This is an optimization exercise on Yosys and OpenROAD, whose aim is small area and a short achievable clock period, not a production implementation.
In this exercise RTL edits were held to simulation tests only and were not proved equivalent to the original.
Power figures rest on the tool's default switching activity, not on a simulated workload.

==> inputs of zinc <==
## datapath
module datapath (clk, writenum, readnum, write, datapath_in, vsel, loada, loadb, loadc, shift, asel, bsel, ALUop, loads, Z_out, datapath_out);
export LEC_CHECK = 0
export CAP_MARGIN = 20
export CORE_MARGIN = 2
export CORE_UTILIZATION = 60
export CTS_BUF_LIST = sky130_fd_sc_hd__clkbuf_4 sky130_fd_sc_hd__clkbuf_8
export SETUP_SLACK_MARGIN = 2.75
export SLEW_MARGIN = 20
export SYNTH_HIERARCHICAL = 1
export SYNTH_MINIMUM_KEEP_SIZE = 0
create_clock -name core_clock -period 5.5 [get_ports {clk}]
standard.sh (not shown) runs the stock make flow with config.mk's settings and CLKGATE_MAP_FILE= SYNTH_SCRIPT=/design/flow/synth_recipe.tcl, a recipe that flattens the netlist after the stock synthesis.
==> flow/flow/run.sh <==
#!/bin/bash
# The standard layout (standard.sh), with every input and output port
# buffered by a buf_2 cell instead of the buffer the resizer picks by default.
set -euo pipefail
bash standard.sh 'BUFFER_PORTS_ARGS=-buffer_cell sky130_fd_sc_hd__buf_2' finish > make.log 2>&1
==> inputs of ember, as changes to zinc <==
==> flow/config.mk (replaced) <==
export PLATFORM = sky130hd
export DESIGN_NAME = datapath
export DESIGN_NICKNAME = datapath
export VERILOG_FILES = /design/flow/design.v
export SDC_FILE = /design/flow/constraint.sdc
export NUM_CORES = 4
export LEC_CHECK = 0
export CAP_MARGIN = 20
export CORE_MARGIN = 2
export CORE_UTILIZATION = 70
export CTS_BUF_LIST = sky130_fd_sc_hd__clkbuf_4 sky130_fd_sc_hd__clkbuf_8
export SETUP_SLACK_MARGIN = 2.9
export SLEW_MARGIN = 20
export SYNTH_HIERARCHICAL = 1
export SYNTH_MINIMUM_KEEP_SIZE = 0
==> inputs of maple, as changes to zinc <==
--- a/flow/design.v
+++ b/flow/design.v
@@ -22,13 +22,13 @@
       gm_andn unk (.an(ALUop[1]), .b(loadc), .y(nokill[i]));
       gm_or2 ukz (.a(ALUop[1]), .b(ALUop[0]), .y(kz[i]));
     end
   endgenerate
   wire [15:0] An  = ~Aq;
   wire [16:0] bx  = {1'b0, Bq, 1'b0};
-  wire [15:0] Ain, Bin, Bz, By, ai, g, t, xn, nd, wn, rn, zb;
+  wire [15:0] Ain, Bin, Bz, ai, g, t, xn, nd, wn, rn, zb;
   generate
     for (i = 0; i < 16; i = i + 1) begin : b
       localparam integer D = i / 4;
       gm_nor2 uan (.a(An[i]), .b(asb[D]), .y(Ain[i]));
       gm_xor2 ua (.a(Ain[i]), .b(subb[D]), .y(ai[i]));
       if (i < 5) begin : lo
@@ -36,43 +36,40 @@
         gm_nand2 u0 (.a(s0[D]), .b(bx[i+1]), .y(n0));
         gm_nand2 u1 (.a(sl[D]), .b(bx[i]), .y(n1));
         gm_nand2 u2 (.a(sr[D]), .b(bx[i+2]), .y(n2));
         gm_nand2 u3 (.a(bsel), .b(imm[i]), .y(n3));
         gm_nand4 ub (.a(n0), .b(n1), .c(n2), .d(n3), .y(Bin[i]));
         gm_nand4 uz (.a(n0), .b(n1), .c(n2), .d(n3), .y(Bz[i]));
-        gm_nand4 uy (.a(n0), .b(n1), .c(n2), .d(n3), .y(By[i]));
       end else if (i < 15) begin : mid
         wire n0, n1, n2;
         gm_nand2 u0 (.a(s0[D]), .b(bx[i+1]), .y(n0));
         gm_nand2 u1 (.a(sl[D]), .b(bx[i]), .y(n1));
         gm_nand2 u2 (.a(sr[D]), .b(bx[i+2]), .y(n2));
         gm_nand3 ub (.a(n0), .b(n1), .c(n2), .y(Bin[i]));
         gm_nand3 uz (.a(n0), .b(n1), .c(n2), .y(Bz[i]));
-        gm_nand3 uy (.a(n0), .b(n1), .c(n2), .y(By[i]));
       end else begin : top
         wire n0, n1;
         gm_nand2 u0 (.a(s15), .b(bx[i+1]), .y(n0));
         gm_nand2 u1 (.a(sl[D]), .b(bx[i]), .y(n1));
         gm_nand2 ub (.a(n0), .b(n1), .y(Bin[i]));
         gm_nand2 uz (.a(n0), .b(n1), .y(Bz[i]));
-        gm_nand2 uy (.a(n0), .b(n1), .y(By[i]));
       end
       gm_nand3 ug (.a(Bin[i]), .b(ai[i]), .c(nokill[D]), .y(g[i]));
       gm_nor2 ut (.a(Bin[i]), .b(ai[i]), .y(t[i]));
       gm_xnor2 ux (.a(Ain[i]), .b(Bz[i]), .y(xn[i]));
-      gm_nand2 un (.a(Ain[i]), .b(By[i]), .y(nd[i]));
+      gm_nand2 un (.a(Ain[i]), .b(Bz[i]), .y(nd[i]));
       if (i == 0) begin : z0
         gm_inv uz (.a(xn[0]), .y(wn[0]));
       end else begin : zi
         zx uz (.q(xn[i]), .tn(t[i-1]), .kn(kz[D]), .y(wn[i]));
       end
       gm_mux2i ur (.s(op0b), .a0(nd[i]), .a1(Bz[i]), .y(rn[i]));
       gm_mux2i uq (.s(op1b), .a0(wn[i]), .a1(rn[i]), .y(zb[i]));
     end
   endgenerate
-  wire [15:0] y   = op1b ? (op0b ? ~By : ~nd) : ~xn;
+  wire [15:0] y   = op1b ? rn : ~xn;
   wire [15:0] yc  = ldcb ? y : Cq;
   wire        sq  = ~(~loads & Sq);
   wire g1_1;
   wire g1_3;
   wire t1_3;
   wire g1_5;
==> flow/config.mk (replaced) <==
export PLATFORM = sky130hd
export DESIGN_NAME = datapath
export DESIGN_NICKNAME = datapath
export VERILOG_FILES = /design/flow/design.v
export SDC_FILE = /design/flow/constraint.sdc
export NUM_CORES = 4
export LEC_CHECK = 0
export CAP_MARGIN = 20
export CORE_MARGIN = 2
export CORE_UTILIZATION = 78
export CTS_BUF_LIST = sky130_fd_sc_hd__clkbuf_4 sky130_fd_sc_hd__clkbuf_8
export SETUP_SLACK_MARGIN = 2.9
export SLEW_MARGIN = 20
export SYNTH_HIERARCHICAL = 1
export SYNTH_MINIMUM_KEEP_SIZE = 0
==> summary of the runs <==
Cell area, highest first: ember, zinc, maple. In sequential power, ember and zinc hardly differ. The lowest sequential share of layout area belongs to ember, the highest to maple. The highest final cell count belongs to zinc, the lowest to maple. In ember the clock power is larger than in maple, by 7.6%. Between ember and zinc, the lower worst hold slack is in zinc (gap 0.033 ns). The highest register-to-register slack belongs to maple, the lowest to zinc. The lowest fmax belongs to zinc, the highest to ember.
==> figures <==
| metric | maple | ember | zinc |
|---|---|---|---|
| Outcome | timing/DRC/antenna clean | timing/DRC/antenna clean | timing/DRC/antenna clean |
| Routed vias/inst | 6.87 | 6.40 | 6.03 |
| Peak ir drop on the vdd network | 0.428 mV | 0.289 mV | 0.329 mV |
| Xor/xnor cell area share of the yosys netlist | 0.0619 | 0.0597 | 0.0597 |
| Met3 Wirelength | 2550 um | 1470 um | 998 um |
| Final weighted congestion in routability-driven placement | 0.956 | 0.935 | 0.856 |
| Final non-filler cell total | 946 | 1,000 | 1,012 |
| Fill cells | 431 | 772 | 1,129 |
| Number of gates given a new drive strength after cts | 6 | 13 | 8 |
| Total iterations of the first detailed-routing run | 6 | 5 | 5 |
| Area of the die | 0.0121 mm^2 | 0.0139 mm^2 | 0.0162 mm^2 |
| Final critical-path required period | 2.57 ns | 2.54 ns | 2.66 ns |
| Initial Utilization | 0.806 | 0.718 | 0.605 |
| Worst skew pair latency | 0.47 ns | 0.48 ns | 0.47 ns |
| TAP cells | 140 | 172 | 188 |
| Tightest slew margin relative to the limit | 0.342 | 0.445 | 0.444 |
| Total Power Consumption | 3.08 mW | 3.19 mW | 3.15 mW |
| Number of signal-net inverters in the final layout | 29 | 30 | 30 |

## afterwards: timing with drivers on the ports
In the flow no input, the clock included, has a driving cell. The finished layouts below were timed again as built, in two steps. Step 1: set_driving_cell puts a clkbuf_16 on clk and a buf_2 on each other input, an assumption about the parent block. Step 2 adds t to the input delays and takes it off the output delays; t is the mean of the earliest and latest rising clock arrival at the registers after step 1. Input paths then give back, and output paths get back, about the clock's delay inside the block. a / b / c = ideal / step 1 / step 2; a / b = the first two.
run	t (ns)	setup WS [ns]	worst setup path at the end	worst register clock-pin slew, ns	cell pins on the clock port's net
zinc	0.502	2.840 / 2.850 / 2.347	input to register	0.11 / 0.11	1
ember	0.505	2.957 / 2.935 / 2.430	input to register	0.12 / 0.12	1
maple	0.495	2.925 / 2.913 / 2.417	input to register	0.10 / 0.10	1
After both steps every run listed still meets setup and hold. The setup slack of ember, which loses most, moves by -0.022 ns with the drivers and by -0.527 ns with both steps.
